Context: an optimization exercise on an open-source flow, tuned for small area, a short achievable clock period and few clock cycles. The choices shown serve that exercise and are no tape-out recipe.
The RTL was checked by simulation tests, not by an equivalence proof against the original design.
Power figures rest on the tool's default switching activity, not on a simulated workload.

==> design.v <==
module alu (
    input  [31:0] a,
    input  [31:0] b,
    input         sub,     
    input         s_sum,   
    input         s_and,
    input         s_or,
    input         s_nor,
    input         s_slt,
    input         s_b,
    output [31:0] y
);
wire [31:0] bx  = sub ? ~b : b;
wire [31:0] sum = a + bx + {31'b0, sub};
wire        lt  = (a[31] ^ b[31]) ? a[31] : sum[31];
wire [31:0] ab  = a & b;
wire [31:0] aob = a | b;
assign y = ({32{s_sum}} & sum)
         | ({32{s_and}} & ab)
         | ({32{s_or }} & aob)
         | ({32{s_nor}} & ~aob)
         | {31'b0, s_slt & lt}
         | ({32{s_b  }} & b);
endmodule
module decode (
    input  [31:0] instr,
    input  [6:0]  pc1,        
    output [4:0]  rs,
    output [4:0]  rt,
    output [4:0]  rd,
    output        wr,         
    output        use_imm,    
    output [31:0] imm,
    output        sub,
    output        s_sum,
    output        s_and,
    output        s_or,
    output        s_nor,
    output        s_slt,
    output        s_b,        
    output        ld,
    output        st,
    output        beq,
    output        jr,
    output        jal,
    output        use_rs,     
    output        use_rt      
);
wire [5:0] op = instr[31:26];
wire [5:0] fn = instr[5:0];
wire rtype = (op == 6'h00);
wire r_add = rtype & (fn == 6'h20);
wire r_sub = rtype & (fn == 6'h22);
wire r_and = rtype & (fn == 6'h23);
wire r_or  = rtype & (fn == 6'h25);
wire r_nor = rtype & (fn == 6'h27);
wire r_slt = rtype & (fn == 6'h2a);
wire addi  = (op == 6'h08);
wire slti  = (op == 6'h0a);
assign ld  = (op == 6'h23);
assign st  = (op == 6'h2b);
assign beq = (op == 6'h04);
assign jal = (op == 6'h03);
assign jr  = rtype & (fn == 6'h08);
assign rs = instr[25:21];
assign use_rs = (op[5:1] != 5'b00001);
assign use_rt = rtype | st | beq;
assign rt = instr[20:16];
assign rd = rtype ? instr[15:11] : jal ? 5'd31 : instr[20:16];
wire writes = r_add | r_sub | r_and | r_or | r_nor | r_slt | addi | slti | ld | jal;
assign wr = writes & (rd != 5'd0);
assign use_imm = addi | slti | jal;
assign imm = jal ? {23'b0, pc1, 2'b00} : {{16{instr[15]}}, instr[15:0]};
assign sub   = r_sub | r_slt | slti;
assign s_sum = r_add | r_sub | addi;
assign s_b   = jal | st;
assign s_and = r_and;
assign s_or  = r_or;
assign s_nor = r_nor;
assign s_slt = r_slt | slti;
endmodule
module reg_file (
    input             clk,
    input             rst,
    input      [31:0] sel1,     
    input      [31:0] sel2,     
    output reg [31:0] rd1,
    output reg [31:0] rd2,
    input             we,       
    input      [4:0]  wa,
    input      [31:0] wd
);
reg [31:0] R   [1:31];
reg [31:1] vld;
integer i;
always @(*) begin
    rd1 = 32'b0;
    rd2 = 32'b0;
    for (i = 1; i < 32; i = i + 1) begin
        rd1 = rd1 | ({32{sel1[i] & vld[i]}} & R[i]);
        rd2 = rd2 | ({32{sel2[i] & vld[i]}} & R[i]);
    end
end
always @(posedge clk) begin
    if (rst) vld <= 31'b0;
    else if (we) vld[wa] <= 1'b1;
end
always @(posedge clk) begin
    if (we) R[wa] <= wd;
end
endmodule
module hazard_ctrl (
    input  [31:0] instr,
    input  [5:0]  pc,
    input  [5:0]  ras,
    input         known,      
    input         known_taken,
    output [6:0]  pc1,        
    output        taken,      
    output        redir,      
    output [5:0]  tgt,
    output [5:0]  alt         
);
wire [5:0] op = instr[31:26];
wire f_j   = (op[5:1] == 5'b00001);
wire f_beq = (op == 6'h04);
wire f_jr  = (op == 6'h00) & (instr[5:0] == 6'h08);
assign pc1 = {1'b0, pc} + 7'd1;
wire [5:0] btgt = pc1[5:0] + instr[5:0];
assign taken = f_beq & (known ? known_taken :
                         (instr[15] | (instr[25:21] == instr[20:16])));
assign redir = f_j | taken | f_jr;
assign tgt = f_j ? instr[5:0] : f_jr ? ras : btgt;
assign alt = f_jr ? ras : taken ? pc1[5:0] : btgt;
endmodule
module core_top #(
    parameter DWIDTH = 32
)(
    input                 clk,
    input                 rst,
    output [7 : 0]        imem_addr,
    input  [31: 0]        imem_rdata,
    output [7 : 0]        dmem_addr,
    output                dmem_we,
    output [31: 0]        dmem_wdata,
    input  [31: 0]        dmem_rdata
);
reg  [5:0]  pc;
reg  [5:0]  ras;
wire [6:0]  f_pc1;
wire        f_taken, f_redir;
wire [5:0]  f_tgt, f_alt;
wire        f_known, f_known_taken;
hazard_ctrl pred_inst (
    .instr(imem_rdata),
    .pc(pc),
    .ras(ras),
    .known(f_known),
    .known_taken(f_known_taken),
    .pc1(f_pc1),
    .taken(f_taken),
    .redir(f_redir),
    .tgt(f_tgt),
    .alt(f_alt)
);
assign imem_addr = {pc, 2'b00};
wire [4:0]  f_rs, f_rt, f_rd;
wire        f_wr, f_use_imm, f_sub, f_s_sum, f_s_and, f_s_or, f_s_nor, f_s_slt, f_s_b;
wire        f_ld, f_st, f_beq, f_jr, f_jal, f_use_rs, f_use_rt;
wire [31:0] f_imm;
decode decode_inst (
    .instr(imem_rdata),
    .pc1(f_pc1),
    .rs(f_rs),
    .rt(f_rt),
    .rd(f_rd),
    .wr(f_wr),
    .use_imm(f_use_imm),
    .imm(f_imm),
    .sub(f_sub),
    .s_sum(f_s_sum),
    .s_and(f_s_and),
    .s_or(f_s_or),
    .s_nor(f_s_nor),
    .s_slt(f_s_slt),
    .s_b(f_s_b),
    .ld(f_ld),
    .st(f_st),
    .beq(f_beq),
    .jr(f_jr),
    .jal(f_jal),
    .use_rs(f_use_rs),
    .use_rt(f_use_rt)
);
reg         e_wr, e_ld;
reg  [4:0]  e_rd;
wire [31:0] e_alu;
reg         m_wr, m_ld;
reg  [4:0]  m_rd;
reg  [31:0] m_res;
wire [31:0] m_val = m_ld ? dmem_rdata : m_res;
wire [31:0] rf_a, rf_b;
reg_file reg_file_inst (
    .clk(clk),
    .rst(rst),
    .sel1(32'b1 << f_rs),
    .sel2(32'b1 << f_rt),
    .rd1(rf_a),
    .rd2(rf_b),
    .we(m_wr),
    .wa(m_rd),
    .wd(m_val)
);
wire e_hit_a = e_wr & (e_rd == f_rs);
wire e_hit_b = e_wr & (e_rd == f_rt);
wire m_hit_a = m_wr & (m_rd == f_rs);
wire m_hit_b = m_wr & (m_rd == f_rt);
wire [31:0] f_a = e_hit_a ? e_alu : m_hit_a ? m_val : rf_a;
wire [31:0] f_b = f_use_imm ? f_imm :
                  e_hit_b ? e_alu : m_hit_b ? m_val : rf_b;
wire [31:0] e_bx = e_sub ? ~e_b : e_b;
wire [31:0] e_k  = {e_a[30:0] | e_bx[30:0], e_sub};
wire        e_sum_zero = &(~(e_a ^ e_bx ^ e_k));
wire        e_lt = (e_a[31] ^ e_b[31]) ? e_a[31] : (e_a[30:0] < e_b[30:0]);
assign f_known = e_hit_a & (f_rt == 5'd0) & (e_s_sum | e_s_slt);
assign f_known_taken = e_s_slt ? ~e_lt : e_sum_zero;
wire f_stall = e_ld & ((f_use_rs & e_hit_a) | (f_use_rt & e_hit_b));
wire ex_mis;
wire [5:0] ex_redirect;
wire f_go = ~ex_mis & ~f_stall & ~rst;
always @(posedge clk) begin
    if (rst)          pc <= 6'd0;
    else if (ex_mis)  pc <= ex_redirect;
    else if (f_stall) pc <= pc;
    else if (f_redir) pc <= f_tgt;
    else              pc <= f_pc1[5:0];
end
always @(posedge clk) begin
    if (rst)                ras <= 6'd0;
    else if (f_go & f_jal)  ras <= f_pc1[5:0];
end
reg  [31:0] e_a, e_b;
reg  [7:0]  e_off;
reg         e_sub, e_s_sum, e_s_and, e_s_or, e_s_nor, e_s_slt, e_s_b;
reg         e_st, e_beq, e_jr, e_taken;
reg  [5:0]  e_alt;
always @(posedge clk) begin
    e_wr    <= f_go & f_wr;
    e_ld    <= f_go & f_ld;
    e_st    <= f_go & f_st;
    e_beq   <= f_go & f_beq;
    e_jr    <= f_go & f_jr;
    e_rd    <= f_rd;
    e_a     <= f_a;
    e_b     <= f_b;
    e_off   <= f_imm[7:0];
    e_sub   <= f_sub;
    e_s_sum <= f_s_sum;
    e_s_and <= f_s_and;
    e_s_or  <= f_s_or;
    e_s_nor <= f_s_nor;
    e_s_slt <= f_s_slt;
    e_s_b   <= f_s_b;
    e_taken <= f_taken;
    e_alt   <= f_alt;
end
alu alu_inst (
    .a(e_a),
    .b(e_b),
    .sub(e_sub),
    .s_sum(e_s_sum),
    .s_and(e_s_and),
    .s_or(e_s_or),
    .s_nor(e_s_nor),
    .s_slt(e_s_slt),
    .s_b(e_s_b),
    .y(e_alu)
);
wire [7:0] e_addr = e_a[7:0] + e_off;
wire e_eq = (e_a == e_b);
assign ex_mis = (e_beq & (e_eq ^ e_taken)) | (e_jr & (e_a[7:2] != e_alt));
assign ex_redirect = e_jr ? e_a[7:2] : e_alt;
reg         m_st;
reg  [7:0]  m_addr;
always @(posedge clk) begin
    m_wr   <= e_wr & ~rst;
    m_ld   <= e_ld;
    m_st   <= e_st & ~rst;
    m_rd   <= e_rd;
    m_res  <= e_alu;
    m_addr <= e_addr;
end
assign dmem_addr  = m_addr;
assign dmem_we    = m_st;
assign dmem_wdata = m_res;            
endmodule
==> flow/run.sh <==
#!/bin/bash
bash standard.sh SETUP_SLACK_MARGIN=6.5 'BUFFER_PORTS_ARGS=-buffer_cell sky130_fd_sc_hd__buf_4' finish > standard.log 2>&1
==> standard.sh <==
#!/bin/bash
# synth_recipe.tcl (not shown) runs the flow's synth.tcl, then flattens the netlist and writes it again
# the make line also repeats each setting of config.mk as NAME=value (left out here)
make -C /OpenROAD-flow-scripts/flow DESIGN_CONFIG=/design/flow/config.mk WORK_HOME=/design/flow/orfs CLKGATE_MAP_FILE= SYNTH_SCRIPT=/design/flow/synth_recipe.tcl "${@:-finish}"
==> config.mk <==
export PLATFORM = sky130hd
export DESIGN_NAME = core_top
export DESIGN_NICKNAME = core_top
export VERILOG_FILES = /design/flow/design.v
export SDC_FILE = /design/flow/constraint.sdc
export NUM_CORES = 4
export LEC_CHECK = 0
export CAP_MARGIN = 20
export CORE_MARGIN = 2
export CORE_UTILIZATION = 30
export CTS_CLUSTER_DIAMETER = 80
export CTS_CLUSTER_SIZE = 25
export SETUP_SLACK_MARGIN = 5
export SLEW_MARGIN = 20
export TNS_END_PERCENT = 0
==> constraint.sdc <==
create_clock -name core_clock -period 10.0 [get_ports {clk}]
set_input_delay 2.0000 -clock core_clock [delete_from_list [all_inputs] [get_ports {clk}]]
set_output_delay 2.0000 -clock core_clock [all_outputs]
set_load 0.01 [all_outputs]
==> results of run 1 <==
-- cells by family after synthesis --
| group | Yosys count | synth area share |
|---|---|---|
| other cells | 1 | 0.0000676 |
| xor+xnor | 139 | 0.0222 |
| fa+ha+maj | 184 | 0.0419 |
| flops | 1179 | 0.604 |
| buf+inv | 503 | 0.0370 |
| compound gates | 1380 | 0.186 |
| simple gates | 894 | 0.0853 |
| mux | 120 | 0.0228 |
-- per-layer routing --
layer  track usage  share of wire
met1         0.340           0.33
met3         0.132           0.17
met2         0.405           0.40
met5       0.00911         0.0013
met4         0.197          0.097
-- power breakdown --
group | total, mW | leakage [nW] | internal [mW] | switching (mW)
clock network | 3.37 | 1.16 | 1.45 | 1.92
registers | 5.29 | 9.25 | 5.27 | 0.0246
logic | 0.288 | 11.3 | 0.115 | 0.174
total | 8.95 | 21.7 | 6.83 | 2.12
-- final cells by class --
class                           instances  area [sq um]  area share
Antenna cell                           10          25.0    0.000384
Inverter                              157           593     0.00909
Multi-Input combinational cell       2721         21500       0.330
Clock buffer                           90          1840      0.0282
Sequential cell                      1179         33600       0.514
Clock inverter                         36           593     0.00909
Timing Repair Buffer                  384          4000      0.0613
Tap cell                             2464          3080      0.0473
-- through the flow --
step / worst slack [ns] / utilization / cells / total power, mW / instance area (sq um)
finish: 6.01 / 0.355 / 7041 / 8.95 / 65200
global route: 6.13 / 0.355 / 7033 / 9.14 / 65200
CTS: 6.26 / 0.348 / 6970 / 8.93 / 63900
detailed placement: 4.50 / 0.323 / 6759 / 5.66 / 59300
global placement: 4.37 / 0.323 / 6759 / 5.66 / 59300
floorplan: 5.94 / - / 4401 / 5.55 / 55500
-- sequential cells by signal, indices dropped and copies added (netlist names), 5 cells and up --
register           cells
reg_file_inst.R      992
ras                    6
e_b                   32
pc                     6
m_addr                 8
e_rd                   5
m_rd                   5
e_alt                  6
m_res                 32
e_a                   32
reg_file_inst.vld     31
e_off                  8
-- repair_timing --
action / CTS / global route
buffers inserted: 81 / 57
gates resized for setup: 306 / 129
hold buffers: 0 / 0
setup endpoints to repair: 147 / 138
cloned: 4 / 4
pin swaps: 43 / 54
-- worst reg2reg max path, delay by kind of cell, from the launching register on --
family	cells	cell delay, ns
and+or+nand+nor	4	1.36
buffers and inverters	1	0.15
adders and majority gates	1	0.35
AOI/OAI and AO/OA	2	0.72
muxes	2	0.39
DFF	1	0.72
-- path summary, 6_finish.rpt --
path	start	endpoint	depth (start not counted)
setup / recovery	imem_rdata[16]	e_b[10]$_DFF_P_	10
hold / removal	e_ld$_DFF_P_	m_ld$_DFF_P_	0
hold reg to reg	e_ld$_DFF_P_	m_ld$_DFF_P_	0
setup reg to reg	e_a[24]$_DFF_P_	e_alt[5]$_DFF_P_	10
-- Yosys cell counts (52+ instances only) --
library cell and number:
a21oi_1 121, a221oi_1 98, a222oi_1 63, a22o_1 91
a22oi_1 739, and3_1 55, buf_2 89, clkbuf_1 210
dfxtp_1 187, edfxtp_1 992, ha_1 181, inv_1 157
mux2i_1 73, nand2_1 198, nand3_1 149, nand4_1 91
nor2_1 147, nor4_1 52, o21ai_0 74, xnor2_1 64
xor2_1 74
==> results.ini, run 1 <==
[status]
status = complete, no violations

[yosys]
synthTopCellsByArea = edfxtp_1 (54%), a22oi_1 (10%), dfxtp_1 (6.7%), ha_1 (4.1%), a221oi_1 (1.5%)
synth.cell_area_sq_mm = 0.0555
synth_top_cell_by_area = edfxtp_1
synth_top_area_share = 0.537
syn_inst = 4400
ys_ff_latch = 1179
synth_area_per_cell_sq_um = 12.6
ys.flop_type = edfxtp_1
async_flop_share = 0
synth_cell_types = 90
synth_seq_area_share = 0.604
synth_edf_count = 992
synth_warnings = 2

[timing]
fin_crit_sh = 0.399
hold_violations = 0
finalMaxSlewViolations = 0
final.setup.tns_ns = 0
tightest_slew_ns = 1.20
finalCriticalPeriod_ns = 3.99
rsz0062_at_grt = true
finClkSkew_ns = 0.0663
slew_headroom = 0.197
fmax_mhz = 251
setup_viol = 0
hold_slack_ns = 0.371

[critical_path]
cp_top_family = simple AND/OR/NAND/NOR gates
cp_max_fo = 31
crit_chain = buf_12, nor2_2, and3_4, buf_6, a22oi_1, nand2_1, nor3_1, a31oi_2, mux2i_1, o21ai_0
required_ns = 10.61
cp.arrival_ns = 4.60
cpPeakStageDelay_ns = 0.53
start_kind = input port
critPathKind = in2reg
crit_buf_inv = 2
r2r_slack_ns = 6.18
end_kind = flop
critPathSlowestCell = and3_4

[pwr]
powerDensity_mw_per_mm2 = 137
peakVddDrop_v = 0.000140
p_leak_nw = 21.7

[placement]
port_buffers = 112
dp_hpwl_mm = 158
gp_congestion = 1.01

[final_layout]
mostFrequentLayoutCells = edfxtp_1 (992), a22oi_1 (732), buf_4 (275), nand2_1 (196), ha_1 (177)
nets = 4763
final_common_cell = edfxtp_1
areaGrowthSynthToFinish_pct = 17.5
drive_gt1_frac = 0.180
fill_cells = 17700

[global_route]
first_global_vias = 44400
grtUsageTotal = 0.285
grt_pass1_wl_mm = 372
grt_max_degree = 50
grt_overflow = 0
antenna_found_initial = 11

[floorplan]
die_area_sq_mm = 0.188
die_y_microns = 434
coreArea_sq_mm = 0.183
core.rowCount = 157
floorplan.initialDensity = 0.302
pin_count = 115
die_x_microns = 434

[drt]
drc = 0
vias = 48100
wl_per_cell_microns = 39.7
detail_route.first_pass.iterations = 20
drt-initial-drc-count = 12300
wirelength_mm = 279
via_per_inst = 6.83
drtAntennaViolNets = 0

[clocking]
cts.sink_count = 1179
cts_buffers = 70
cts_buffer_depth = 3
insertion_delay_ns = 0.77
clockRootBuffer = clkbuf_16
cts_tree = yes
clk_pin_slew_ns = 0.08
cts.htree.levels = 3

[worst_hold_path]
hold_path_class = reg2reg

[job]
cap_violations = 0

Testbench counts, summed over its fixed seeds: cycles 43,284.
==> inputs of run 2 (changes only) <==
--- a/design.v
+++ b/design.v
@@ -9,3 +9,4 @@
     input         s_slt,
-    input         s_b,
+    input         s_b,     
+    output        lt,      
     output [31:0] y
@@ -14,3 +15,3 @@
 wire [31:0] sum = a + bx + {31'b0, sub};
-wire        lt  = (a[31] ^ b[31]) ? a[31] : sum[31];
+assign      lt  = (a[31] ^ b[31]) ? a[31] : sum[31];
 wire [31:0] ab  = a & b;
@@ -197,2 +198,3 @@
 wire [31:0] e_alu;
+wire        e_lt;
 reg         m_wr, m_ld;
@@ -223,3 +225,2 @@
 wire        e_sum_zero = &(~(e_a ^ e_bx ^ e_k));
-wire        e_lt = (e_a[31] ^ e_b[31]) ? e_a[31] : (e_a[30:0] < e_b[30:0]);
 assign f_known = e_hit_a & (f_rt == 5'd0) & (e_s_sum | e_s_slt);
@@ -276,2 +277,3 @@
     .s_b(e_s_b),
+    .lt(e_lt),
     .y(e_alu)
--- a/config.mk
+++ b/config.mk
@@ -9,3 +9,3 @@
 export CORE_MARGIN = 2
-export CORE_UTILIZATION = 30
+export CORE_UTILIZATION = 50
 export CTS_CLUSTER_DIAMETER = 80
==> run 2 against run 1 <==
  * Synthesized cell count decreased by 3.4%
  * Combinational power increased by 1%
  * Area after synthesis decreased by 2.0%
  * Clock power decreased by 15%
  * Register-to-register slack improved by 0.04 ns
  * Sequential share of layout area increased by 1.3 points
==> results.ini, run 2 <==
[pwr]
switchingPower_mw = 1.86  ; -12%
p_leak_nw = 23.3  ; +7.5%
p_int_mw = 6.60  ; -3.3%
pwr-share-seq = 0.625  ; +0.034
swShare = 0.220  ; -0.0170
peakVddDrop_v = 0.000144  ; +3.4%
clkPwrFrac = 0.340  ; -0.036
powerDensity_mw_per_mm2 = 133  ; -3.0%
power_mw = 8.46  ; -5.4%
combPwrFrac = 0.034  ; +0.002

[yosys]
synth_cell_types = 80  ; -11%
yosysMostFrequentCell = edfxtp_1
ys.flop_type = edfxtp_1
ys_ff_latch = 1179  ; unchanged
synthTopCellsByCount = edfxtp_1 (992), a22oi_1 (476), clkbuf_1 (293), a221oi_1 (233), a22o_1 (228)
synth_warnings = 2  ; unchanged
synthTopCellsByArea = edfxtp_1 (55%), dfxtp_1 (6.9%), a22oi_1 (6.6%), a221oi_1 (3.8%), a22o_1 (3.7%)
synth_seq_area_share = 0.617  ; +0.0126
synth_top_cell_by_area = edfxtp_1
syn_inst = 4251  ; -3.4%
synth_area_per_cell_sq_um = 12.8  ; +1.4%
async_flop_share = 0  ; unchanged
synth.cell_area_sq_mm = 0.0543  ; -2.0%
synth_edf_count = 992  ; unchanged
synth_top_area_share = 0.548  ; +0.0112

[critical_path]
end_kind = flop
critPathKind = in2reg
cpPeakStageDelay_ns = 0.56  ; +0.03 ns
cp_max_fo = 14  ; -55%
critPathSlowestCell = nor3_1
crit_buf_inv = 2  ; unchanged
start_kind = input port
cp_top_family = simple AND/OR/NAND/NOR gates
cp.arrival_ns = 4.64  ; +0.04 ns
crit_chain = buf_6, nor3_1, and3_4, buf_4, a22oi_1, nand4_1, nor4_2, a21oi_2, nor2_1, a21oi_1
required_ns = 10.67  ; +0.06 ns

[timing]
finalCriticalPeriod_ns = 3.97  ; -0.0188 ns
finClkSkew_ns = 0.0303  ; -0.0360 ns
final.setup.tns_ns = 0  ; unchanged
hold_violations = 0  ; unchanged
fin_crit_sh = 0.397  ; -0.00188
slew_headroom = 0.224  ; +0.0270
finalMaxSlewViolations = 0  ; unchanged
setup_viol = 0  ; unchanged
fmax_mhz = 252  ; +0.47%
rsz0062_at_grt = true
hold_slack_ns = 0.353  ; -0.0182 ns
tightest_slew_ns = 1.16  ; -0.0405 ns

[clocking]
cts.sink_count = 1179  ; unchanged
clockRootBuffer = clkbuf_16
clk_pin_slew_ns = 0.10  ; +0.02 ns
insertion_delay_ns = 0.75  ; -0.02 ns
cts_buffer_depth = 3  ; unchanged
cts_buffers = 57  ; -19%
cts_tree = yes
cts.htree.levels = 2  ; -1

[placement]
gp_congestion = 0.978  ; -3.2%
dp_cells = 5535  ; -18%
dp_hpwl_mm = 140  ; -11%
port_buffers = 112  ; unchanged

[global_route]
grt_pass1_wl_mm = 357  ; -3.9%
first_global_vias = 43200  ; -2.6%
grt_max_degree = 47  ; -6.0%
grt.met2_usage = 0.648  ; +0.243
grt.busiest_layer = met2
gr-usage-met1 = 0.554  ; +0.214
grtUsageMet3 = 0.252  ; +0.120
antenna_found_initial = 18  ; +7
grtUsageTotal = 0.468  ; +0.183
grt_overflow = 0  ; unchanged

[floorplan]
die_y_microns = 334  ; -23%
floorplan.initialDensity = 0.506  ; +0.203
pin_count = 115  ; unchanged
coreArea_sq_mm = 0.108  ; -41%
core.rowCount = 120  ; -24%
die_x_microns = 334  ; -23%
die_area_sq_mm = 0.111  ; -41%

[final_layout]
final_common_cell = edfxtp_1
areaGrowthSynthToFinish_pct = 16.9
drive_gt1_frac = 0.203  ; +0.0226
largest_reg_flops = 992  ; unchanged
mostFrequentLayoutCells = edfxtp_1 (992), a22oi_1 (475), buf_4 (277), a22o_1 (227), a221oi_1 (197)
regMostFlops = reg_file_inst.R
stdcell_count = 5840  ; -17%
nets = 4590  ; -3.6%

[status]
status = complete, no violations

[drt]
drc = 0  ; unchanged
wl_per_cell_microns = 46.9  ; +18%
drtAntennaViolNets = 0  ; unchanged
via_per_inst = 8.29  ; +21%
detail_route.first_pass.iterations = 15  ; -25%
vias = 48400  ; +0.59%
drt-initial-drc-count = 12800  ; +4.5%
wirelength_mm = 274  ; -1.9%

[job]
cap_violations = 0  ; unchanged

[worst_hold_path]
hold_path_class = reg2reg

## run 2: changes by cell type after synthesis, moves of 47 or more
cell | before | now
a22oi_1 | 739 | 476
a22o_1 | 91 | 228
a221oi_1 | 98 | 233
nand2_1 | 198 | 114
clkbuf_1 | 210 | 293
buf_2 | 89 | 11
nor2_1 | 147 | 200
a21oi_1 | 121 | 168
## run 2: power by group through the flow
stage                     combinational [mW]  sequential, mW  clock, mW
after global routing                   0.308            5.29       3.02
after detailed placement               0.236            5.40          0
after CTS                              0.263            5.29       2.85
after global placement                 0.235            5.40          0
after floorplan                        0.152            5.39          0
final                                  0.292            5.29       2.88
## run 2: final timing paths
path              startpoint                   to  slack (ns)  cells after the start
max           imem_rdata[21]      e_a[14]$_DFF_P_        6.03                     10
min             e_ld$_DFF_P_         m_ld$_DFF_P_        0.35                      0
max reg2reg  e_b[29]$_DFF_P_  ras[0]$_SDFFE_PP0P_        6.22                     11
min reg2reg     e_ld$_DFF_P_         m_ld$_DFF_P_        0.35                      0
## run 2: cell type report
class                      instances  area [sq um]
antenna                           20          50.0
multi-input combinational       2573         21300
inverter                         156           591
timing repair buffer             403          4500
clock inverter                    15           225
sequential                      1179         33500
fill                            8489         43900
tap                             1403          1760
clock buffer                      91          1630
## run 2: cell families after synthesis
family,count (synthesis),synth area share
compound gates,1373,0.195
xor+xnor,145,0.0234
fa+ha+maj,154,0.0359
buf+inv,503,0.0355
flops,1179,0.617
mux,89,0.0177
other cells,1,0.0000690
simple gates,807,0.0761
## run 2: repair_timing
item                       CTS  global route
setup buffers               93            64
gates cloned                10            12
gates resized for setup    377           219
pin swaps                   81           117
hold buffers                 0             0
setup endpoints to repair  144           124
## run 2: stage by stage
| stage | worst slack (ns) | utilization | area [sq um] |
|---|---|---|---|
| 3_3_place_gp | 4.58 | 0.529 | 56800 |
| 6_report | 6.03 | 0.591 | 63600 |
| 2_1_floorplan | 5.98 | - | 54500 |
| 3_5_place_dp | 4.55 | 0.529 | 56800 |
| 4_1_cts | 6.29 | 0.574 | 61700 |
| 5_1_grt | 6.19 | 0.591 | 63500 |
## run 2: layer usage
metal | up-vias | wire length [microns] | share of wire
met1 | 23100 | 85900 | 0.31
met5 | - | 1190 | 0.0044
met4 | 44 | 28900 | 0.11
met3 | 1999 | 52000 | 0.19
li1 | 17300 | - | -
met2 | 5888 | 106000 | 0.39
Testbench counts of run 2, summed over its fixed seeds: cycles 43,284.

re-timing with driven ports:
Ports are ideal in the flow. The routed layouts listed here were re-timed in OpenROAD. Step 1, drivers: a clkbuf_16 drives clk and a buf_2 each remaining input, both assumed. Step 2, shift: input delay + t, output delay - t, t = (earliest + latest rising clock arrival at the registers) / 2. This alone moves slack from input paths to output paths. a / b / c = ideal ports / drivers / drivers and shift; a / b = the first two.
| run | shift t [ns] | setup slack, ns | clock arrival spread, ns | pins driven straight from the clock port |
|---|---|---|---|---|
| run 1 | 0.816 | 6.012 / 6.021 / 5.205 | 0.068 / 0.068 | 1 |
| run 2 | 0.804 | 6.031 / 6.072 / 5.268 | 0.035 / 0.034 | 1 |
After both steps every run listed still meets setup and hold. The setup slack of run 1, which loses most, moves by +0.009 ns with the drivers and by -0.807 ns with both steps.
